Context: an optimization exercise on an open-source flow, tuned for small area and a short achievable clock period. The choices shown serve that exercise and are no tape-out recipe.
Function was checked by simulation only, so behaviour that the tests miss may differ from the original.
The clock cells of this run come from the design's own scripts or RTL, not from TritonCTS.
The clock input has no modelled driver; a real chip could not lean on it and would need a root buffer or a full tree.
Power and IR drop assume default switching activity.

`flow/config.mk`:
```
export PLATFORM = sky130hd
export DESIGN_NAME = BC_FIR
export DESIGN_NICKNAME = BC_FIR
export VERILOG_FILES = /design/flow/design.v
export SDC_FILE = /design/flow/constraint.sdc
export NUM_CORES = 4
export LEC_CHECK = 0
export CAP_MARGIN = 20
export CORE_MARGIN = 2
export CORE_UTILIZATION = 65
export PLACE_DENSITY = 0.75
export SLEW_MARGIN = 20
export SYNTH_HIERARCHICAL = 1
export SYNTH_MINIMUM_KEEP_SIZE = 0
```
`flow/constraint.sdc`:
```
create_clock -name core_clock -period 16.0 [get_ports {clock_s}]
set_input_delay 3.2000 -clock core_clock [delete_from_list [all_inputs] [get_ports {clock_s}]]
set_output_delay 3.2000 -clock core_clock [all_outputs]
set_load 0.01 [all_outputs]
```
`flow/design.v`:
```
module BC_FIR(
    input  [12:0] in,
    input         clock_s,
    output [12:0] out
);
    reg [11:0] d0;
    reg [11:0] d1;
    reg [11:0] d2;
    reg [11:0] d3;
    reg [11:0] d4;
    reg [11:0] d5;
    reg [11:0] d6;
    reg [11:0] d7;
    reg [11:0] d8;
    reg [11:0] d9;
    reg [11:0] d10;
    reg [11:0] d11;
    reg [11:0] d12;
    reg [11:0] d13;
    reg [11:0] d14;
    reg [11:0] d15;
    reg [11:0] d16;
    reg [11:0] d17;
    reg [11:0] d18;
    reg [11:0] d19;
    reg [11:0] d20;
    reg [11:0] d21;
    reg [11:0] d22;
    reg [11:0] d23;
    reg [11:0] d24;
    reg [11:0] d25;
    reg [11:0] d26;
    reg [11:0] d27;
    reg [11:0] d28;
    reg [11:0] d29;
    reg pl3_0;
    reg pl3_1;
    reg pl3_2;
    reg pl3_3;
    reg pl3_4;
    reg pl3_5;
    reg pl3_6;
    reg r3_0;
    reg r3_1;
    reg r3_2;
    reg r3_3;
    reg r3_4;
    reg r3_5;
    reg r3_6;
    reg r3_7;
    reg r3_8;
    reg r3_9;
    reg r3_10;
    reg r3_11;
    reg r3_12;
    reg r3_13;
    reg pl1_0;
    reg pl1_1;
    reg pl1_2;
    reg pl1_3;
    reg pl1_4;
    reg pl1_5;
    reg pl1_6;
    reg r2_0;
    reg r2_1;
    reg r2_2;
    reg r2_3;
    reg r2_4;
    reg r2_5;
    reg r2_6;
    reg r2_7;
    reg r2_8;
    reg r2_9;
    reg r2_10;
    reg r2_11;
    reg r2_12;
    reg r2_13;
    reg pl0_0;
    reg pl0_1;
    reg pl0_2;
    reg pl0_3;
    reg pl0_4;
    reg pl0_5;
    reg pl0_6;
    reg r1_0;
    reg r1_1;
    reg r1_2;
    reg r1_3;
    reg r1_4;
    reg r1_5;
    reg r1_6;
    reg r1_7;
    reg r1_8;
    reg r1_9;
    reg r1_10;
    reg r1_11;
    reg r1_12;
    reg r1_13;
    reg r1_14;
    reg pl2_0;
    reg pl2_1;
    reg pl2_2;
    reg pl2_3;
    reg pl2_4;
    reg pl2_5;
    reg pl2_6;
    reg pl2_7;
    reg [12:0] y;
    wire w1;
    wire w2;
    wire w3;
    wire w4;
    wire w5;
    wire w6;
    wire w7;
    wire w8;
    wire w9;
    wire w10;
    wire w11;
    wire w12;
    wire w13;
    wire w14;
    wire w15;
    wire w16;
    wire w17;
    wire w18;
    wire w19;
    wire w20;
    wire w21;
    wire w22;
    wire w23;
    wire w24;
    wire w25;
    wire w26;
    wire w27;
    wire w28;
    wire w29;
    wire w30;
    wire w31;
    wire w32;
    wire w33;
    wire w34;
    wire w35;
    wire w36;
    wire w37;
    wire w38;
    wire w39;
    wire w40;
    wire w41;
    wire w42;
    wire w43;
    wire w44;
    wire w45;
    wire w46;
    wire w47;
    wire w48;
    wire w49;
    wire w50;
    wire w51;
    wire w52;
    wire w53;
    wire w54;
    wire w55;
    wire w56;
    wire w57;
    wire w58;
    wire w59;
    wire w60;
    wire w61;
    wire w62;
    wire w63;
    wire w64;
    wire w65;
    wire w66;
    wire w67;
    wire w68;
    wire w69;
    wire w70;
    wire w71;
    wire w72;
    wire w73;
    wire w74;
    wire w75;
    wire w76;
    wire w77;
    wire w78;
    wire w79;
    wire w80;
    wire w81;
    wire w82;
    wire w83;
    wire w84;
    wire w85;
    wire w86;
    wire w87;
    wire w88;
    wire w89;
    wire w90;
    wire w91;
    wire w92;
    wire w93;
    wire w94;
    wire w95;
    wire w96;
    wire w97;
    wire w98;
    wire w99;
    wire w100;
    wire w101;
    wire w102;
    wire w103;
    wire w104;
    wire w105;
    wire w106;
    wire w107;
    wire w108;
    wire w109;
    wire w110;
    wire w111;
    wire w112;
    wire w113;
    wire w114;
    wire w115;
    wire w116;
    wire w117;
    wire w118;
    wire w119;
    wire w120;
    wire w121;
    wire w122;
    wire w123;
    wire w124;
    wire w125;
    wire w126;
    wire w127;
    wire w128;
    wire w129;
    wire w130;
    wire w131;
    wire w132;
    wire w133;
    wire w134;
    wire w135;
    wire w136;
    wire w137;
    wire w138;
    wire w139;
    wire w140;
    wire w141;
    wire w142;
    wire w143;
    wire w144;
    wire w145;
    wire w146;
    wire w147;
    wire w148;
    wire w149;
    wire w150;
    wire w151;
    wire w152;
    wire w153;
    wire w154;
    wire w155;
    wire w156;
    wire w157;
    wire w158;
    wire w159;
    wire w160;
    wire w161;
    wire w162;
    wire w163;
    wire w164;
    wire w165;
    wire w166;
    wire w167;
    wire w168;
    wire w169;
    wire w170;
    wire w171;
    wire w172;
    wire w173;
    wire w174;
    wire w175;
    wire w176;
    wire w177;
    wire w178;
    wire w179;
    wire w180;
    wire w181;
    wire w182;
    wire w183;
    wire w184;
    wire w185;
    wire w186;
    wire w187;
    wire w188;
    wire w189;
    wire w190;
    wire w191;
    wire w192;
    wire w193;
    wire w194;
    wire w195;
    wire w196;
    wire w197;
    wire w198;
    wire w199;
    wire w200;
    wire w201;
    wire w202;
    wire w203;
    wire w204;
    wire w205;
    wire w206;
    wire w207;
    wire w208;
    wire w209;
    wire w210;
    wire w211;
    wire w212;
    wire w213;
    wire w214;
    wire w215;
    wire w216;
    wire w217;
    wire w218;
    wire w219;
    wire w220;
    wire w221;
    wire w222;
    wire w223;
    wire w224;
    wire w225;
    wire w226;
    wire w227;
    wire w228;
    wire w229;
    wire w230;
    wire w231;
    wire w232;
    wire w233;
    wire w234;
    wire w235;
    wire w236;
    wire w237;
    wire w238;
    wire w239;
    wire w240;
    wire w241;
    wire w242;
    wire w243;
    wire w244;
    wire w245;
    wire w246;
    wire w247;
    wire w248;
    wire w249;
    wire w250;
    wire w251;
    wire w252;
    wire w253;
    wire w254;
    wire w255;
    wire w256;
    wire w257;
    wire w258;
    wire w259;
    wire w260;
    wire w261;
    wire w262;
    wire w263;
    wire w264;
    wire w265;
    wire w266;
    wire w267;
    wire w268;
    wire w269;
    wire w270;
    wire w271;
    wire w272;
    wire w273;
    wire w274;
    wire w275;
    wire w276;
    wire w277;
    wire w278;
    wire w279;
    wire w280;
    wire w281;
    wire w282;
    wire w283;
    wire w284;
    wire w285;
    wire w286;
    wire w287;
    wire w288;
    wire w289;
    wire w290;
    wire w291;
    wire w292;
    wire w293;
    wire w294;
    wire w295;
    wire w296;
    wire w297;
    wire w298;
    wire w299;
    wire w300;
    wire w301;
    wire w302;
    wire w303;
    wire w304;
    wire w305;
    wire w306;
    wire w307;
    wire w308;
    wire w309;
    wire w310;
    wire w311;
    wire w312;
    wire w313;
    wire w314;
    wire w315;
    wire w316;
    wire w317;
    wire w318;
    wire w319;
    wire w320;
    wire w321;
    wire w322;
    wire w323;
    wire w324;
    wire w325;
    wire w326;
    wire w327;
    wire w328;
    wire w329;
    wire w330;
    wire w331;
    wire w332;
    wire w333;
    wire w334;
    wire w335;
    wire w336;
    wire w337;
    wire w338;
    wire w339;
    wire w340;
    wire w341;
    wire w342;
    wire w343;
    wire w344;
    wire w345;
    wire w346;
    wire w347;
    wire w348;
    wire w349;
    wire w350;
    wire w351;
    wire w352;
    wire w353;
    wire w354;
    wire w355;
    wire w356;
    wire w357;
    wire w358;
    wire w359;
    wire w360;
    wire w361;
    wire w362;
    wire w363;
    wire w364;
    wire w365;
    wire w366;
    wire w367;
    wire w368;
    wire w369;
    wire w370;
    wire w371;
    wire w372;
    wire w373;
    wire w374;
    wire w375;
    wire w376;
    wire w377;
    wire w378;
    wire w379;
    wire w380;
    wire w381;
    wire w382;
    wire w383;
    wire w384;
    wire w385;
    wire w386;
    wire w387;
    wire w388;
    wire w389;
    wire w390;
    wire w391;
    wire w392;
    wire w393;
    wire w394;
    wire w395;
    wire w396;
    wire w397;
    wire w398;
    wire w399;
    wire w400;
    wire w401;
    wire w402;
    wire w403;
    wire w404;
    wire w405;
    wire w406;
    wire w407;
    wire w408;
    wire w409;
    wire w410;
    wire w411;
    wire w412;
    wire w413;
    wire w414;
    wire w415;
    wire w416;
    wire w417;
    wire w418;
    wire w419;
    wire w420;
    wire w421;
    wire w422;
    wire w423;
    wire w424;
    wire w425;
    wire w426;
    wire w427;
    wire w428;
    wire w429;
    wire w430;
    wire w431;
    wire w432;
    wire w433;
    wire w434;
    wire w435;
    wire w436;
    wire w437;
    wire w438;
    wire w439;
    wire w440;
    wire w441;
    wire w442;
    wire w443;
    wire w444;
    wire w445;
    wire w446;
    wire w447;
    wire w448;
    wire w449;
    wire w450;
    wire w451;
    wire w452;
    wire w453;
    wire w454;
    wire w455;
    wire w456;
    wire w457;
    wire w458;
    wire w459;
    wire w460;
    wire w461;
    wire w462;
    wire w463;
    wire w464;
    wire w465;
    wire w466;
    wire w467;
    wire w468;
    wire w469;
    wire w470;
    wire w471;
    wire w472;
    wire w473;
    wire w474;
    wire w475;
    wire w476;
    wire w477;
    wire w478;
    wire w479;
    wire w480;
    wire w481;
    wire w482;
    wire w483;
    wire w484;
    wire w485;
    wire w486;
    wire w487;
    wire w488;
    wire w489;
    wire w490;
    wire w491;
    wire w492;
    wire w493;
    wire w494;
    wire w495;
    wire w496;
    wire w497;
    wire w498;
    wire w499;
    wire w500;
    ha1 u1 (.a(d0[0]), .b(d28[0]), .s(w1), .co(w2));
    fa1 u2 (.a(d28[1]), .b(d0[1]), .c(w2), .s(w3), .co(w4));
    fa1 u3 (.a(d28[2]), .b(d0[2]), .c(w4), .s(w5), .co(w6));
    fa1 u4 (.a(d28[3]), .b(d0[3]), .c(w6), .s(w7), .co(w8));
    fa1 u5 (.a(d28[4]), .b(d0[4]), .c(w8), .s(w9), .co(w10));
    fa1 u6 (.a(d28[5]), .b(d0[5]), .c(w10), .s(w11), .co(w12));
    fa1 u7 (.a(d1[6]), .b(d29[6]), .c(pl3_6), .s(w13), .co(w14));
    fa1 u8 (.a(d1[7]), .b(d29[7]), .c(w14), .s(w15), .co(w16));
    fa1 u9 (.a(d1[8]), .b(d29[8]), .c(w16), .s(w17), .co(w18));
    fa1 u10 (.a(d1[9]), .b(d29[9]), .c(w18), .s(w19), .co(w20));
    fa1 u11 (.a(d1[10]), .b(d29[10]), .c(w20), .s(w21), .co(w22));
    fa1 u12 (.a(d1[11]), .b(d29[11]), .c(w22), .s(w23), .co(w24));
    ha1 u13 (.a(pl3_0), .b(pl3_2), .s(w25), .co(w26));
    fa1 u14 (.a(pl3_1), .b(pl3_3), .c(w26), .s(w27), .co(w28));
    fa1 u15 (.a(pl3_0), .b(pl3_2), .c(pl3_4), .s(w29), .co(w30));
    ha1 u16 (.a(w29), .b(w28), .s(w31), .co(w32));
    fa1 u17 (.a(pl3_1), .b(pl3_3), .c(pl3_5), .s(w33), .co(w34));
    fa1 u18 (.a(w30), .b(w33), .c(w32), .s(w35), .co(w36));
    fa1 u19 (.a(pl3_2), .b(pl3_4), .c(w34), .s(w37), .co(w38));
    fa1 u20 (.a(w13), .b(w37), .c(w36), .s(w39), .co(w40));
    fa1 u21 (.a(pl3_3), .b(pl3_5), .c(w38), .s(w41), .co(w42));
    fa1 u22 (.a(w15), .b(w41), .c(w40), .s(w43), .co(w44));
    fa1 u23 (.a(pl3_4), .b(w13), .c(w42), .s(w45), .co(w46));
    fa1 u24 (.a(w17), .b(w45), .c(w44), .s(w47), .co(w48));
    fa1 u25 (.a(pl3_5), .b(w15), .c(w46), .s(w49), .co(w50));
    fa1 u26 (.a(w19), .b(w49), .c(w48), .s(w51), .co(w52));
    fa1 u27 (.a(w13), .b(w17), .c(w50), .s(w53), .co(w54));
    fa1 u28 (.a(w21), .b(w53), .c(w52), .s(w55), .co(w56));
    fa1 u29 (.a(d15[0]), .b(w15), .c(w19), .s(w57), .co(w58));
    fa1 u30 (.a(w57), .b(w54), .c(w23), .s(w59), .co(w60));
    x2 u31 (.a(d15[1]), .b(pl3_0), .y(w61));
    x2 u32 (.a(w61), .b(w17), .y(w62));
    x2 u33 (.a(w62), .b(w21), .y(w63));
    x2 u34 (.a(w58), .b(w63), .y(w64));
    x2 u35 (.a(w24), .b(w64), .y(w65));
    x2 u36 (.a(w65), .b(w60), .y(w66));
    ha1 u37 (.a(d13[0]), .b(d17[0]), .s(w67), .co(w68));
    fa1 u38 (.a(d13[1]), .b(d17[1]), .c(w68), .s(w69), .co(w70));
    fa1 u39 (.a(d13[2]), .b(d17[2]), .c(w70), .s(w71), .co(w72));
    fa1 u40 (.a(d13[3]), .b(d17[3]), .c(w72), .s(w73), .co(w74));
    fa1 u41 (.a(d13[4]), .b(d17[4]), .c(w74), .s(w75), .co(w76));
    fa1 u42 (.a(d13[5]), .b(d17[5]), .c(w76), .s(w77), .co(w78));
    fa1 u43 (.a(d14[6]), .b(d18[6]), .c(pl1_6), .s(w79), .co(w80));
    fa1 u44 (.a(d14[7]), .b(d18[7]), .c(w80), .s(w81), .co(w82));
    fa1 u45 (.a(d14[8]), .b(d18[8]), .c(w82), .s(w83), .co(w84));
    fa1 u46 (.a(d14[9]), .b(d18[9]), .c(w84), .s(w85), .co(w86));
    fa1 u47 (.a(d14[10]), .b(d18[10]), .c(w86), .s(w87), .co(w88));
    fa1 u48 (.a(d14[11]), .b(d18[11]), .c(w88), .s(w89), .co(w90));
    assign w91 = ~pl1_0;
    assign w92 = ~pl1_1;
    assign w93 = ~pl1_2;
    fa1 u49 (.a(r3_0), .b(d16[0]), .c(pl1_0), .s(w94), .co(w95));
    fa1 u50 (.a(r3_1), .b(d16[0]), .c(d16[1]), .s(w96), .co(w97));
    fa1 u51 (.a(pl1_1), .b(w95), .c(w96), .s(w98), .co(w99));
    fa1 u52 (.a(r3_2), .b(d16[1]), .c(d16[2]), .s(w100), .co(w101));
    fa1 u53 (.a(pl1_2), .b(w97), .c(w100), .s(w102), .co(w103));
    ha1 u54 (.a(w99), .b(w102), .s(w104), .co(w105));
    fa1 u55 (.a(r3_3), .b(d16[2]), .c(d16[3]), .s(w106), .co(w107));
    fa1 u56 (.a(pl1_3), .b(w101), .c(w106), .s(w108), .co(w109));
    fa1 u57 (.a(w103), .b(w108), .c(w105), .s(w110), .co(w111));
    fa1 u58 (.a(r3_4), .b(d16[3]), .c(d16[4]), .s(w112), .co(w113));
    fa1 u59 (.a(pl1_0), .b(pl1_4), .c(w107), .s(w114), .co(w115));
    fa1 u60 (.a(w112), .b(w109), .c(w114), .s(w116), .co(w117));
    ha1 u61 (.a(w116), .b(w111), .s(w118), .co(w119));
    fa1 u62 (.a(r3_5), .b(d16[4]), .c(d16[5]), .s(w120), .co(w121));
    fa1 u63 (.a(pl1_1), .b(pl1_5), .c(w113), .s(w122), .co(w123));
    fa1 u64 (.a(w120), .b(w115), .c(w122), .s(w124), .co(w125));
    fa1 u65 (.a(w117), .b(w124), .c(w119), .s(w126), .co(w127));
    fa1 u66 (.a(r3_6), .b(d16[5]), .c(d16[6]), .s(w128), .co(w129));
    fa1 u67 (.a(pl1_0), .b(pl1_2), .c(w121), .s(w130), .co(w131));
    fa1 u68 (.a(w128), .b(w79), .c(w123), .s(w132), .co(w133));
    fa1 u69 (.a(w130), .b(w125), .c(w132), .s(w134), .co(w135));
    ha1 u70 (.a(w134), .b(w127), .s(w136), .co(w137));
    fa1 u71 (.a(r3_7), .b(d16[6]), .c(d16[7]), .s(w138), .co(w139));
    fa1 u72 (.a(pl1_1), .b(pl1_3), .c(w129), .s(w140), .co(w141));
    fa1 u73 (.a(w138), .b(w131), .c(w140), .s(w142), .co(w143));
    fa1 u74 (.a(w81), .b(w133), .c(w142), .s(w144), .co(w145));
    fa1 u75 (.a(w135), .b(w144), .c(w137), .s(w146), .co(w147));
    fa1 u76 (.a(r3_8), .b(d16[7]), .c(d16[8]), .s(w148), .co(w149));
    fa1 u77 (.a(pl1_2), .b(pl1_4), .c(w139), .s(w150), .co(w151));
    fa1 u78 (.a(w148), .b(w141), .c(w150), .s(w152), .co(w153));
    fa1 u79 (.a(w143), .b(w83), .c(w152), .s(w154), .co(w155));
    fa1 u80 (.a(w145), .b(w154), .c(w147), .s(w156), .co(w157));
    fa1 u81 (.a(r3_9), .b(d16[0]), .c(d16[8]), .s(w158), .co(w159));
    fa1 u82 (.a(d16[9]), .b(pl1_3), .c(pl1_5), .s(w160), .co(w161));
    fa1 u83 (.a(w149), .b(w158), .c(w160), .s(w162), .co(w163));
    fa1 u84 (.a(w151), .b(w162), .c(w153), .s(w164), .co(w165));
    fa1 u85 (.a(w85), .b(w164), .c(w155), .s(w166), .co(w167));
    fa1 u86 (.a(r3_10), .b(d16[1]), .c(d16[9]), .s(w168), .co(w169));
    fa1 u87 (.a(d16[10]), .b(pl1_4), .c(w91), .s(w170), .co(w171));
    fa1 u88 (.a(w159), .b(w161), .c(w168), .s(w172), .co(w173));
    fa1 u89 (.a(w79), .b(w170), .c(w163), .s(w174), .co(w175));
    fa1 u90 (.a(w172), .b(w174), .c(w165), .s(w176), .co(w177));
    fa1 u91 (.a(w87), .b(w176), .c(w167), .s(w178), .co(w179));
    fa1 u92 (.a(r3_11), .b(r3_12), .c(d16[2]), .s(w180), .co(w181));
    fa1 u93 (.a(d16[10]), .b(d16[11]), .c(pl1_5), .s(w182), .co(w183));
    fa1 u94 (.a(w92), .b(w169), .c(w180), .s(w184), .co(w185));
    fa1 u95 (.a(w171), .b(w182), .c(w173), .s(w186), .co(w187));
    fa1 u96 (.a(w184), .b(w81), .c(w175), .s(w188), .co(w189));
    fa1 u97 (.a(w186), .b(w188), .c(w177), .s(w190), .co(w191));
    fa1 u98 (.a(w89), .b(w190), .c(w179), .s(w192), .co(w193));
    x2 u99 (.a(r3_13), .b(d16[3]), .y(w194));
    x2 u100 (.a(d16[11]), .b(w93), .y(w195));
    x2 u101 (.a(w194), .b(w195), .y(w196));
    x2 u102 (.a(w181), .b(w183), .y(w197));
    x2 u103 (.a(w196), .b(w79), .y(w198));
    x2 u104 (.a(w197), .b(w198), .y(w199));
    x2 u105 (.a(w185), .b(w199), .y(w200));
    x2 u106 (.a(w200), .b(w187), .y(w201));
    x2 u107 (.a(w83), .b(w201), .y(w202));
    x2 u108 (.a(w202), .b(w189), .y(w203));
    x2 u109 (.a(w203), .b(w90), .y(w204));
    x2 u110 (.a(w191), .b(w204), .y(w205));
    x2 u111 (.a(w205), .b(w193), .y(w206));
    assign w207 = ~r2_0;
    assign w208 = ~r2_1;
    assign w209 = ~r2_2;
    assign w210 = ~r2_3;
    assign w211 = ~r2_4;
    assign w212 = ~r2_5;
    assign w213 = ~r2_6;
    assign w214 = ~r2_7;
    assign w215 = ~r2_8;
    assign w216 = ~r2_9;
    assign w217 = ~r2_10;
    assign w218 = ~r2_11;
    assign w219 = ~r2_12;
    assign w220 = ~r2_13;
    ha1 u112 (.a(d10[0]), .b(d22[0]), .s(w221), .co(w222));
    fa1 u113 (.a(d10[1]), .b(d22[1]), .c(w222), .s(w223), .co(w224));
    fa1 u114 (.a(d10[2]), .b(d22[2]), .c(w224), .s(w225), .co(w226));
    fa1 u115 (.a(d10[3]), .b(d22[3]), .c(w226), .s(w227), .co(w228));
    fa1 u116 (.a(d10[4]), .b(d22[4]), .c(w228), .s(w229), .co(w230));
    fa1 u117 (.a(d10[5]), .b(d22[5]), .c(w230), .s(w231), .co(w232));
    fa1 u118 (.a(d11[6]), .b(d23[6]), .c(pl0_6), .s(w233), .co(w234));
    fa1 u119 (.a(d11[7]), .b(d23[7]), .c(w234), .s(w235), .co(w236));
    fa1 u120 (.a(d11[8]), .b(d23[8]), .c(w236), .s(w237), .co(w238));
    fa1 u121 (.a(d11[9]), .b(d23[9]), .c(w238), .s(w239), .co(w240));
    fa1 u122 (.a(d11[10]), .b(d23[10]), .c(w240), .s(w241), .co(w242));
    fa1 u123 (.a(d11[11]), .b(d23[11]), .c(w242), .s(w243), .co(w244));
    assign w245 = ~pl0_0;
    assign w246 = ~pl0_1;
    assign w247 = ~pl0_2;
    assign w248 = ~pl0_3;
    assign w249 = ~pl0_4;
    ha1 u124 (.a(w207), .b(pl0_0), .s(w250), .co(w251));
    fa1 u125 (.a(w208), .b(pl0_0), .c(pl0_1), .s(w252), .co(w253));
    ha1 u126 (.a(w251), .b(w252), .s(w254), .co(w255));
    fa1 u127 (.a(w209), .b(pl0_1), .c(pl0_2), .s(w256), .co(w257));
    fa1 u128 (.a(w253), .b(w256), .c(w255), .s(w258), .co(w259));
    fa1 u129 (.a(w210), .b(pl0_2), .c(pl0_3), .s(w260), .co(w261));
    fa1 u130 (.a(w257), .b(w260), .c(w259), .s(w262), .co(w263));
    fa1 u131 (.a(w211), .b(pl0_0), .c(pl0_3), .s(w264), .co(w265));
    fa1 u132 (.a(pl0_4), .b(w261), .c(w264), .s(w266), .co(w267));
    ha1 u133 (.a(w266), .b(w263), .s(w268), .co(w269));
    fa1 u134 (.a(w212), .b(pl0_1), .c(pl0_4), .s(w270), .co(w271));
    fa1 u135 (.a(pl0_5), .b(w265), .c(w270), .s(w272), .co(w273));
    fa1 u136 (.a(w267), .b(w272), .c(w269), .s(w274), .co(w275));
    fa1 u137 (.a(w213), .b(pl0_2), .c(pl0_5), .s(w276), .co(w277));
    fa1 u138 (.a(w271), .b(w233), .c(w276), .s(w278), .co(w279));
    fa1 u139 (.a(w273), .b(w278), .c(w275), .s(w280), .co(w281));
    fa1 u140 (.a(w214), .b(pl0_3), .c(w277), .s(w282), .co(w283));
    fa1 u141 (.a(w233), .b(w235), .c(w282), .s(w284), .co(w285));
    fa1 u142 (.a(w279), .b(w284), .c(w281), .s(w286), .co(w287));
    fa1 u143 (.a(w215), .b(pl0_4), .c(w245), .s(w288), .co(w289));
    fa1 u144 (.a(w288), .b(w283), .c(w235), .s(w290), .co(w291));
    fa1 u145 (.a(w237), .b(w285), .c(w290), .s(w292), .co(w293));
    ha1 u146 (.a(w292), .b(w287), .s(w294), .co(w295));
    fa1 u147 (.a(w216), .b(w217), .c(pl0_5), .s(w296), .co(w297));
    fa1 u148 (.a(w246), .b(w289), .c(w296), .s(w298), .co(w299));
    fa1 u149 (.a(w298), .b(w237), .c(w291), .s(w300), .co(w301));
    fa1 u150 (.a(w239), .b(w300), .c(w293), .s(w302), .co(w303));
    fa1 u151 (.a(w218), .b(w247), .c(w297), .s(w304), .co(w305));
    fa1 u152 (.a(w233), .b(w304), .c(w299), .s(w306), .co(w307));
    fa1 u153 (.a(w306), .b(w239), .c(w301), .s(w308), .co(w309));
    fa1 u154 (.a(w241), .b(w308), .c(w303), .s(w310), .co(w311));
    fa1 u155 (.a(w219), .b(w248), .c(w305), .s(w312), .co(w313));
    fa1 u156 (.a(w235), .b(w312), .c(w307), .s(w314), .co(w315));
    fa1 u157 (.a(w314), .b(w241), .c(w309), .s(w316), .co(w317));
    fa1 u158 (.a(w243), .b(w316), .c(w311), .s(w318), .co(w319));
    x2 u159 (.a(d17[0]), .b(w220), .y(w320));
    x2 u160 (.a(pl0_0), .b(w249), .y(w321));
    x2 u161 (.a(w320), .b(w321), .y(w322));
    x2 u162 (.a(w322), .b(w313), .y(w323));
    x2 u163 (.a(w237), .b(w323), .y(w324));
    x2 u164 (.a(w324), .b(w315), .y(w325));
    x2 u165 (.a(w325), .b(w244), .y(w326));
    x2 u166 (.a(w243), .b(w317), .y(w327));
    x2 u167 (.a(w326), .b(w327), .y(w328));
    ha1 u168 (.a(d7[0]), .b(d27[0]), .s(w329), .co(w330));
    fa1 u169 (.a(d7[1]), .b(d27[1]), .c(w330), .s(w331), .co(w332));
    fa1 u170 (.a(d7[2]), .b(d27[2]), .c(w332), .s(w333), .co(w334));
    fa1 u171 (.a(d7[3]), .b(d27[3]), .c(w334), .s(w335), .co(w336));
    fa1 u172 (.a(d7[4]), .b(d27[4]), .c(w336), .s(w337), .co(w338));
    fa1 u173 (.a(d7[5]), .b(d27[5]), .c(w338), .s(w339), .co(w340));
    fa1 u174 (.a(d7[6]), .b(d27[6]), .c(w340), .s(w341), .co(w342));
    fa1 u175 (.a(d8[7]), .b(pl2_7), .c(d28[7]), .s(w343), .co(w344));
    fa1 u176 (.a(d8[8]), .b(d28[8]), .c(w344), .s(w345), .co(w346));
    fa1 u177 (.a(d8[9]), .b(d28[9]), .c(w346), .s(w347), .co(w348));
    fa1 u178 (.a(d8[10]), .b(d28[10]), .c(w348), .s(w349), .co(w350));
    fa1 u179 (.a(d8[11]), .b(d28[11]), .c(w350), .s(w351), .co(w352));
    assign w353 = ~pl2_0;
    assign w354 = ~pl2_1;
    assign w355 = ~pl2_2;
    assign w356 = ~pl2_3;
    assign w357 = ~pl2_4;
    assign w358 = ~pl2_5;
    assign w359 = ~pl2_6;
    assign w360 = ~w343;
    assign w361 = ~w345;
    assign w362 = ~w347;
    assign w363 = ~w349;
    assign w364 = ~w351;
    xn1 u180 (.a(r1_0), .b(d0[0]), .y(w365));
    or1 u181 (.a(r1_0), .b(d0[0]), .y(w366));
    xn1 u182 (.a(r1_1), .b(d0[0]), .y(w367));
    or1 u183 (.a(r1_1), .b(d0[0]), .y(w368));
    fa1 u184 (.a(d0[1]), .b(w353), .c(w366), .s(w369), .co(w370));
    ha1 u185 (.a(w367), .b(w369), .s(w371), .co(w372));
    fa1 u186 (.a(r1_2), .b(d0[1]), .c(d0[2]), .s(w373), .co(w374));
    fa1 u187 (.a(w354), .b(w368), .c(w373), .s(w375), .co(w376));
    fa1 u188 (.a(w370), .b(w372), .c(w375), .s(w377), .co(w378));
    fa1 u189 (.a(r1_3), .b(d0[2]), .c(d0[3]), .s(w379), .co(w380));
    fa1 u190 (.a(w355), .b(w374), .c(w379), .s(w381), .co(w382));
    fa1 u191 (.a(w376), .b(w381), .c(w378), .s(w383), .co(w384));
    fa1 u192 (.a(r1_4), .b(d0[3]), .c(d0[4]), .s(w385), .co(w386));
    fa1 u193 (.a(pl2_0), .b(w356), .c(w380), .s(w387), .co(w388));
    fa1 u194 (.a(w385), .b(w382), .c(w387), .s(w389), .co(w390));
    fa1 u195 (.a(r1_5), .b(d0[4]), .c(d0[5]), .s(w391), .co(w392));
    fa1 u196 (.a(pl2_1), .b(w357), .c(w386), .s(w393), .co(w394));
    fa1 u197 (.a(w391), .b(w388), .c(w393), .s(w395), .co(w396));
    fa1 u198 (.a(r1_6), .b(d0[5]), .c(d0[6]), .s(w397), .co(w398));
    fa1 u199 (.a(pl2_0), .b(pl2_2), .c(w358), .s(w399), .co(w400));
    fa1 u200 (.a(w392), .b(w397), .c(w399), .s(w401), .co(w402));
    fa1 u201 (.a(w394), .b(w401), .c(w396), .s(w403), .co(w404));
    fa1 u202 (.a(r1_7), .b(d0[6]), .c(d0[7]), .s(w405), .co(w406));
    fa1 u203 (.a(pl2_1), .b(pl2_3), .c(w359), .s(w407), .co(w408));
    fa1 u204 (.a(w398), .b(w400), .c(w405), .s(w409), .co(w410));
    fa1 u205 (.a(w407), .b(w402), .c(w409), .s(w411), .co(w412));
    xn1 u206 (.a(r1_8), .b(d0[7]), .y(w413));
    or1 u207 (.a(r1_8), .b(d0[7]), .y(w414));
    fa1 u208 (.a(d0[8]), .b(pl2_2), .c(pl2_4), .s(w415), .co(w416));
    fa1 u209 (.a(w413), .b(w406), .c(w408), .s(w417), .co(w418));
    fa1 u210 (.a(w415), .b(w360), .c(w410), .s(w419), .co(w420));
    fa1 u211 (.a(w417), .b(w419), .c(w412), .s(w421), .co(w422));
    xn1 u212 (.a(r1_9), .b(r1_10), .y(w423));
    or1 u213 (.a(r1_9), .b(r1_10), .y(w424));
    fa1 u214 (.a(d0[8]), .b(d0[9]), .c(pl2_3), .s(w425), .co(w426));
    fa1 u215 (.a(pl2_5), .b(w423), .c(w414), .s(w427), .co(w428));
    fa1 u216 (.a(w416), .b(w425), .c(w427), .s(w429), .co(w430));
    fa1 u217 (.a(w418), .b(w361), .c(w429), .s(w431), .co(w432));
    fa1 u218 (.a(w420), .b(w431), .c(w422), .s(w433), .co(w434));
    fa1 u219 (.a(r1_11), .b(d0[9]), .c(d0[10]), .s(w435), .co(w436));
    fa1 u220 (.a(pl2_4), .b(pl2_6), .c(w424), .s(w437), .co(w438));
    fa1 u221 (.a(w426), .b(w435), .c(w437), .s(w439), .co(w440));
    fa1 u222 (.a(w428), .b(w439), .c(w430), .s(w441), .co(w442));
    fa1 u223 (.a(w362), .b(w432), .c(w441), .s(w443), .co(w444));
    xn1 u224 (.a(r1_12), .b(d0[10]), .y(w445));
    or1 u225 (.a(r1_12), .b(d0[10]), .y(w446));
    fa1 u226 (.a(d0[11]), .b(pl2_5), .c(w445), .s(w447), .co(w448));
    fa1 u227 (.a(w436), .b(w438), .c(w343), .s(w449), .co(w450));
    fa1 u228 (.a(w447), .b(w440), .c(w449), .s(w451), .co(w452));
    fa1 u229 (.a(w451), .b(w442), .c(w363), .s(w453), .co(w454));
    assign w455 = ~r1_13;
    x2 u230 (.a(r1_14), .b(w455), .y(w456));
    x2 u231 (.a(d0[11]), .b(pl2_6), .y(w457));
    x2 u232 (.a(w456), .b(w457), .y(w458));
    x2 u233 (.a(w446), .b(w458), .y(w459));
    x2 u234 (.a(w459), .b(w448), .y(w460));
    x2 u235 (.a(w460), .b(w345), .y(w461));
    x2 u236 (.a(w450), .b(w461), .y(w462));
    x2 u237 (.a(w462), .b(w452), .y(w463));
    x2 u238 (.a(w463), .b(w364), .y(w464));
    ha1 u239 (.a(w389), .b(w384), .s(w465), .co(w466));
    ha1 u240 (.a(w390), .b(w395), .s(w467), .co(w468));
    ha1 u241 (.a(w411), .b(w404), .s(w469), .co(w470));
    ha1 u242 (.a(w443), .b(w434), .s(w471), .co(w472));
    ha1 u243 (.a(w444), .b(w453), .s(w473), .co(w474));
    x2 u244 (.a(w454), .b(w464), .y(w475));
    an1 u245 (.a(w383), .b(w377), .y(w476));
    x2 u246 (.a(w467), .b(w466), .y(w477));
    ao1 u247 (.a(w468), .b(w467), .c(w466), .y(w478));
    an1 u248 (.a(w467), .b(w465), .y(w479));
    x2 u249 (.a(w403), .b(w478), .y(w480));
    an1 u250 (.a(w403), .b(w478), .y(w481));
    an1 u251 (.a(w403), .b(w479), .y(w482));
    x2 u252 (.a(w469), .b(w481), .y(w483));
    an1 u253 (.a(w469), .b(w403), .y(w484));
    ao1 u254 (.a(w470), .b(w484), .c(w478), .y(w485));
    an1 u255 (.a(w484), .b(w479), .y(w486));
    x2 u256 (.a(w421), .b(w485), .y(w487));
    an1 u257 (.a(w421), .b(w485), .y(w488));
    x2 u258 (.a(w433), .b(w488), .y(w489));
    an1 u259 (.a(w433), .b(w421), .y(w490));
    an1 u260 (.a(w490), .b(w485), .y(w491));
    x2 u261 (.a(w471), .b(w491), .y(w492));
    an1 u262 (.a(w471), .b(w490), .y(w493));
    ao1 u263 (.a(w472), .b(w493), .c(w485), .y(w494));
    x2 u264 (.a(w473), .b(w494), .y(w495));
    ao1 u265 (.a(w474), .b(w473), .c(w472), .y(w496));
    an1 u266 (.a(w473), .b(w471), .y(w497));
    an1 u267 (.a(w497), .b(w490), .y(w498));
    ao1 u268 (.a(w496), .b(w498), .c(w485), .y(w499));
    x2 u269 (.a(w475), .b(w499), .y(w500));
    wire [12:0] ysum = {w500, w495, w492, w489, w487, w483, w480, w477, w465, w383, w377, w371, w365};
    always @(posedge clock_s) begin
        d0 <= in[11:0];
        d1 <= d0;
        d2 <= d1;
        d3 <= d2;
        d4 <= d3;
        d5 <= d4;
        d6 <= d5;
        d7 <= d6;
        d8 <= d7;
        d9 <= d8;
        d10 <= d9;
        d11 <= d10;
        d12 <= d11;
        d13 <= d12;
        d14 <= d13;
        d15 <= d14;
        d16 <= d15;
        d17 <= d16;
        d18 <= d17;
        d19 <= d18;
        d20 <= d19;
        d21 <= d20;
        d22 <= d21;
        d23 <= d22;
        d24 <= d23;
        d25 <= d24;
        d26 <= d25;
        d27 <= d26;
        d28 <= d27;
        d29 <= d28;
        pl3_0 <= w1;
        pl3_1 <= w3;
        pl3_2 <= w5;
        pl3_3 <= w7;
        pl3_4 <= w9;
        pl3_5 <= w11;
        pl3_6 <= w12;
        r3_0 <= pl3_0;
        r3_1 <= pl3_1;
        r3_2 <= w25;
        r3_3 <= w27;
        r3_4 <= w31;
        r3_5 <= w35;
        r3_6 <= w39;
        r3_7 <= w43;
        r3_8 <= w47;
        r3_9 <= w51;
        r3_10 <= w55;
        r3_11 <= w59;
        r3_12 <= w56;
        r3_13 <= w66;
        pl1_0 <= w67;
        pl1_1 <= w69;
        pl1_2 <= w71;
        pl1_3 <= w73;
        pl1_4 <= w75;
        pl1_5 <= w77;
        pl1_6 <= w78;
        r2_0 <= w94;
        r2_1 <= w98;
        r2_2 <= w104;
        r2_3 <= w110;
        r2_4 <= w118;
        r2_5 <= w126;
        r2_6 <= w136;
        r2_7 <= w146;
        r2_8 <= w156;
        r2_9 <= w166;
        r2_10 <= w157;
        r2_11 <= w178;
        r2_12 <= w192;
        r2_13 <= w206;
        pl0_0 <= w221;
        pl0_1 <= w223;
        pl0_2 <= w225;
        pl0_3 <= w227;
        pl0_4 <= w229;
        pl0_5 <= w231;
        pl0_6 <= w232;
        r1_0 <= w250;
        r1_1 <= w254;
        r1_2 <= w258;
        r1_3 <= w262;
        r1_4 <= w268;
        r1_5 <= w274;
        r1_6 <= w280;
        r1_7 <= w286;
        r1_8 <= w294;
        r1_9 <= w302;
        r1_10 <= w295;
        r1_11 <= w310;
        r1_12 <= w318;
        r1_13 <= w328;
        r1_14 <= w319;
        pl2_0 <= w329;
        pl2_1 <= w331;
        pl2_2 <= w333;
        pl2_3 <= w335;
        pl2_4 <= w337;
        pl2_5 <= w339;
        pl2_6 <= w341;
        pl2_7 <= w342;
        y <= ysum;
    end
    assign out = y;
endmodule
module fa1(input a, input b, input c, output s, output co);
    assign {co, s} = a + b + c;
endmodule
module ha1(input a, input b, output s, output co);
    assign {co, s} = a + b;
endmodule
module xn1(input a, input b, output y);
    assign y = ~(a ^ b);
endmodule
module or1(input a, input b, output y);
    assign y = a | b;
endmodule
module x2(input a, input b, output y);
    assign y = a ^ b;
endmodule
module ao1(input a, input b, input c, output y);
    assign y = a | (b & c);
endmodule
module an1(input a, input b, output y);
    assign y = a & b;
endmodule
```
`flow/flow/run.sh`:
```
#!/bin/bash
# Standard ORFS layout (the standard.sh) with two changes:
#  - port buffers made from sky130_fd_sc_hd__buf_2 instead of the default delay-buffer cell;
#  - the clock tree built by flow/cts_hook.tcl (PRE_CTS hook): a balanced two-level
#    buffer tree in place of TritonCTS's deeper tree.
# All tool output goes to standard_flow.log here and to the ORFS logs under orfs/logs.
set -euo pipefail
bash standard.sh "BUFFER_PORTS_ARGS=-buffer_cell sky130_fd_sc_hd__buf_1" \
  "PRE_CTS_TCL=$PWD/flow/cts_hook.tcl" \
  finish > standard_flow.log 2>&1
```
`flow/flow/cts_hook.tcl`:
```
# PRE_CTS hook: sizes up the output port buffers, builds a two-level clock tree
# by hand, then makes the flow's clock_tree_synthesis call a no-op.
#   clock_s -> NROOT root buffers (clkbuf_16) -> NLEAF leaf buffers (clkbuf_8)
#   -> flip-flop clock pins.
# Flip-flops are split into NLEAF balanced clusters (k-means); each leaf buffer
# sits at its cluster's centre, each root buffer at the centre of its leaves.
# Every flip-flop sees the same two buffer levels.
set ::mct_nleaf 24
set ::mct_nroot 4
set ::mct_leaf sky130_fd_sc_hd__clkbuf_8
set ::mct_root sky130_fd_sc_hd__clkbuf_16

proc mct_kmeans {pts k seed} {
  # balanced k-means (greedy capacity-limited assignment); returns {centres assignment}
  set n [llength $pts]
  set cap [expr {int(ceil(double($n) / $k * 1.15))}]
  expr {srand($seed)}
  set best_cost 1e30
  set best {}
  for {set trial 0} {$trial < 8} {incr trial} {
    # initial centres: random distinct points
    set idx {}
    while {[llength $idx] < $k} {
      set r [expr {int(rand() * $n)}]
      if {[lsearch $idx $r] < 0} { lappend idx $r }
    }
    set cent {}
    foreach i $idx { lappend cent [lindex $pts $i] }
    for {set it 0} {$it < 25} {incr it} {
      set pairs {}
      for {set i 0} {$i < $n} {incr i} {
        lassign [lindex $pts $i] x y
        for {set c 0} {$c < $k} {incr c} {
          lassign [lindex $cent $c] cx cy
          lappend pairs [list [expr {abs($x - $cx) + abs($y - $cy)}] $i $c]
        }
      }
      set pairs [lsort -real -index 0 $pairs]
      set asg [lrepeat $n -1]
      set cnt [lrepeat $k 0]
      foreach p $pairs {
        lassign $p d i c
        if {[lindex $asg $i] < 0 && [lindex $cnt $c] < $cap} {
          lset asg $i $c
          lset cnt $c [expr {[lindex $cnt $c] + 1}]
        }
      }
      set sx [lrepeat $k 0.0]; set sy [lrepeat $k 0.0]
      for {set i 0} {$i < $n} {incr i} {
        set c [lindex $asg $i]
        lassign [lindex $pts $i] x y
        lset sx $c [expr {[lindex $sx $c] + $x}]
        lset sy $c [expr {[lindex $sy $c] + $y}]
      }
      set newc {}
      for {set c 0} {$c < $k} {incr c} {
        set m [lindex $cnt $c]
        if {$m > 0} {
          lappend newc [list [expr {[lindex $sx $c] / $m}] [expr {[lindex $sy $c] / $m}]]
        } else {
          lappend newc [lindex $cent $c]
        }
      }
      set cent $newc
    }
    set cost 0.0
    for {set i 0} {$i < $n} {incr i} {
      lassign [lindex $pts $i] x y
      lassign [lindex $cent [lindex $asg $i]] cx cy
      set cost [expr {$cost + abs($x - $cx) + abs($y - $cy)}]
    }
    if {$cost < $best_cost} {
      set best_cost $cost
      set best [list $cent $asg]
    }
  }
  return $best
}

proc mct_build {} {
  set block [ord::get_db_block]
  set db [ord::get_db]
  set clk [$block findNet clock_s]
  set sinks {}
  set pts {}
  foreach it [$clk getITerms] {
    set inst [$it getInst]
    set bb [$inst getBBox]
    lappend sinks $it
    lappend pts [list [expr {([$bb xMin] + [$bb xMax]) / 2}] [expr {([$bb yMin] + [$bb yMax]) / 2}]]
  }
  puts "manual clock tree: [llength $sinks] clock sinks"
  lassign [mct_kmeans $pts $::mct_nleaf 1] lcent lasg
  lassign [mct_kmeans $lcent $::mct_nroot 2] rcent rasg
  set rootm [$db findMaster $::mct_root]
  set leafm [$db findMaster $::mct_leaf]
  set rnets {}
  for {set r 0} {$r < $::mct_nroot} {incr r} {
    set net [odb::dbNet_create $block clknet_root_$r]
    $net setSigType CLOCK
    set inst [odb::dbInst_create $block $rootm clkbuf_root_$r]
    [$inst findITerm A] connect $clk
    [$inst findITerm X] connect $net
    lassign [lindex $rcent $r] x y
    $inst setLocation [expr {int($x)}] [expr {int($y)}]
    $inst setPlacementStatus PLACED
    lappend rnets $net
  }
  set lnets {}
  for {set l 0} {$l < $::mct_nleaf} {incr l} {
    set net [odb::dbNet_create $block clknet_leaf_$l]
    $net setSigType CLOCK
    set inst [odb::dbInst_create $block $leafm clkbuf_leaf_$l]
    [$inst findITerm A] connect [lindex $rnets [lindex $rasg $l]]
    [$inst findITerm X] connect $net
    lassign [lindex $lcent $l] x y
    $inst setLocation [expr {int($x)}] [expr {int($y)}]
    $inst setPlacementStatus PLACED
    lappend lnets $net
  }
  for {set i 0} {$i < [llength $sinks]} {incr i} {
    set it [lindex $sinks $i]
    $it disconnect
    $it connect [lindex $lnets [lindex $lasg $i]]
  }
  puts "manual clock tree: $::mct_nroot root and $::mct_nleaf leaf buffers"
}

# The port buffers were made from buf_1 (BUFFER_PORTS_ARGS); the output ports,
# which drive the external load, get buf_2. detailed_placement in cts.tcl legalizes.
proc mct_upsize_outputs {} {
  set n 0
  foreach inst [[ord::get_db_block] getInsts] {
    if {[string match output* [$inst getName]] && [[$inst getMaster] getName] eq "sky130_fd_sc_hd__buf_1"} {
      replace_cell [$inst getName] sky130_fd_sc_hd__buf_2
      incr n
    }
  }
  puts "output port buffers sized up to buf_2: $n"
}

mct_upsize_outputs
mct_build
rename clock_tree_synthesis mct_unused_clock_tree_synthesis
proc clock_tree_synthesis {args} {
  puts "clock_tree_synthesis skipped: the clock tree was built by the PRE_CTS hook"
}
```
`flow/standard.sh`:
```
#!/bin/bash
# synth_recipe.tcl (not shown) runs the flow's synth.tcl, then flattens the netlist and writes it again
# the make line also repeats each setting of config.mk as NAME=value (left out here)
make -C /OpenROAD-flow-scripts/flow DESIGN_CONFIG=/design/flow/config.mk WORK_HOME=/design/flow/orfs CLKGATE_MAP_FILE= SYNTH_SCRIPT=/design/flow/synth_recipe.tcl "${@:-finish}"
```
==> notes.md <==
==> worst min-delay path by stage <==
stage	from	endpoint	slack, ns	depth (start not counted)
after floorplan	d9[0]$_DFF_P_	d10[0]$_DFF_P_	0.31	0
after global placement	d20[0]$_DFF_P_	d21[0]$_DFF_P_	0.31	0
after detailed placement	d9[4]$_DFF_P_	d10[4]$_DFF_P_	0.31	0
after CTS	d11[1]$_DFF_P_	d12[1]$_DFF_P_	0.31	0
after global routing	d3[1]$_DFF_P_	d4[1]$_DFF_P_	0.31	0
final	d25[6]$_DFF_P_	d26[6]$_DFF_P_	0.31	0
==> Yosys cell counts (all sizes together) <==
cell type,count,area (um^2)
inv,35,131.4
dfxtp,439,8788
xnor2,5,43.79
ha,19,237.7
xor2,46,402.9
a21o,5,37.54
fa,177,3543
and2,8,50.05
or2,5,31.28
==> layout make-up <==
| class | count | area (um^2) |
|---|---|---|
| Sequential cell | 439 | 8788 |
| Fill cell | 1313 | 5959 |
| Multi-Input combinational cell | 265 | 4347 |
| Buffer | 28 | 430.4 |
| Tap cell | 270 | 337.8 |
| Inverter | 35 | 131.4 |
| Timing Repair Buffer | 25 | 110.1 |
==> Yosys stat by module, one instance, submodules excluded <==
module	flip-flops and latches	cell area (um^2)
fa1	0	20.02
BC_FIR	439	8920
an1	0	6.256
ao1	0	7.507
x2	0	8.758
ha1	0	12.51
or1	0	6.256
xn1	0	8.758
==> stage by stage <==
step	utilization, %	worst slack [ns]	hold slack (ns)	total power [mW]	cell area [um^2]
2_1_floorplan	-	12.47	0.3096	2.483	13270
3_3_place_gp	68.14	12.25	0.3097	2.766	13700
3_5_place_dp	68.14	12.22	0.3121	2.833	13700
4_1_cts	70.36	12.24	0.3121	3.223	14140
5_1_grt	70.36	11.99	0.3124	3.561	14140
6_report	70.36	12.03	0.3054	3.245	14140
==> cells by family (layout without fill, tap and decap cells) <==
kind of cell | after synthesis | after routing | share of synthesized area [%]
buffers and inverters | 35 | 88 | 0.9903
AOI/OAI and AO/OA | 5 | 5 | 0.2830
adders and majority gates | 196 | 196 | 28.50
and+or+nand+nor | 13 | 13 | 0.6130
xor gates and xnor gates | 51 | 51 | 3.367
DFF | 439 | 439 | 66.25
==> layout by cell type, fill, tap and decap left out, types with 8 or more instances in the layout <==
cell type	n
clkbuf_8	24
buf_1	12
dfxtp_1	439
xor2_1	46
ha_1	19
inv_1	35
fa_1	177
and2_1	8
buf_2	13
==> power groups by stage <==
stage,clock (mW),combinational (mW),sequential [mW]
6_report,0.464,1.43,1.35
5_1_grt,0.513,1.68,1.37
4_1_cts,0.368,1.47,1.38
3_5_place_dp,0,1.45,1.38
3_3_place_gp,0,1.39,1.38
2_1_floorplan,0,1.12,1.36
==> per-layer routing <==
layer  wire, um  part of all wire [%]
met5          0                     0
met4        388                   2.1
met3        694                   3.8
met2       8563                    47
met1       8460                    47
==> reports/results.ini <==
[outcome]
status = complete, no violations

[die]
start_util_pct = 65.99
ios = 27
die_h_um = 146.9
rows = 52
die_area_um2 = 21570
core_area_um2 = 20100
die_w_um = 146.9

[timing]
hold_violations = 0
rsz0062_at_grt = false
fin_setup_tns_ns = 0
skew_ns = 0.03529
relSlewSlack_pct = 76.88
max_freq_ghz = 0.2519
min_period_ns = 3.970
setup-violations-final = 0
finalCritPeriodShare_pct = 24.81
tightest_slew_ns = 0.3464
drv_slew = 0

[worst_setup_path]
crit_chain = buf_2
crit_start = y[4]$_DFF_P_
worst_setup_path_start_kind = flop
cp_data_required_time_ns = 12.80
cp-end-kind = output pin
rr_worst_depth = 8
rrSetupSlack_ns = 12.24
r2r_end = r3_10$_DFF_P_
crit_fanout = 1
crit_type = reg2out
cpPeakStageDelay_ns = 0.33
path_depth = 1
path_buf_inv = 1
arrival_ns = 0.77
cp_slowest_cell = dfxtp_1
critPathTopFamily = flip-flops
setup.worst_path.end = out[4]
rr_startpoint = pl3_4$_DFF_P_

[drt]
viasPerCell = 4.586
drtIter0Drc = 176
routed_wl_um = 18110
drt_first_pass_iters = 4
post_drt_wl_per_cell_um = 17.05
drc = 0
vias = 4870
antenna_left = 0

[power_and_ir_drop]
pwr-share-clk_pct = 14.3
switching_share_pct = 33.33
p_seq_share_pct = 41.7
peakVddDrop_mv = 0.1564
p_int_mw = 2.164
power_density_nw_per_um2 = 229.4
p_switching_mw = 1.082
p_comb_share_pct = 44.0
p_leak_nw = 5.920

[place]
dpl.hpwl_um = 13940
port_buffers = 25
dp.cells = 1034
place_congestion = 0.8205

[grt]
met1_usage_pct = 26.39
track_usage_pct = 17.74
top_usage_layer = met2
antenna_found_initial = 0
grt_max_degree = 23
grt_pass1_wl_um = 29240
gr-total-overflow = 0
grtUsageMet2_pct = 28.92
grt_pass1_vias = 5439
grt_util_met3_pct = 2.267

[clocking]
clk_transition_reported_paths_ns = 0.10
hold_buffers = 0
clock_latency_ns = 0.32
cts_resized = 0
postCtsSetupRepairBufs = 0

[layout]
largest_register_ff_count = 13
num_antenna_cells = 0
top_register = y
finalNonFillerCells = 1062
final_nets = 1004
drive_above_1_share_pct = 5.177
syn_to_final_growth_pct = 6.621

[logic_synthesis]
synth_area_um2 = 13270
ys_warn_count = 7
syn_inst = 739
synth_cell_types = 9
synth_seq_cells = 439
synth_area_per_cell_um2 = 17.95
syn_nets = 949
synth-seq-area-share_pct = 66.25

[run]
drv_cap = 0

[worst_hold_path]
hold_path.class = reg2reg

-- what the ideal ports hide --
In the flow no input, the clock included, has a driving cell. The finished layout below was timed again as built, in two steps.
Step 1: set_driving_cell puts a clkbuf_16 on clock_s and a buf_2 on each other input, an assumption about the parent block.
Step 2 also shifts input and output timing later by t, the mid clock arrival at the registers, as if the neighbouring blocks saw the same clock.
Slacks: no drivers / after step 1 / after step 2; pairs: no drivers / after step 1.
shift t [ns]: 0.409
setup slack, ns: 12.030 / 11.932 / 12.239
hold WS [ns]: 0.305 / 0.305 / 0.305
worst register clock-pin slew, ns: 0.11 / 0.11
After both steps setup and hold are still met in this run. For this run, drivers alone change the setup slack by -0.098 ns; drivers and shift together by +0.209 ns.
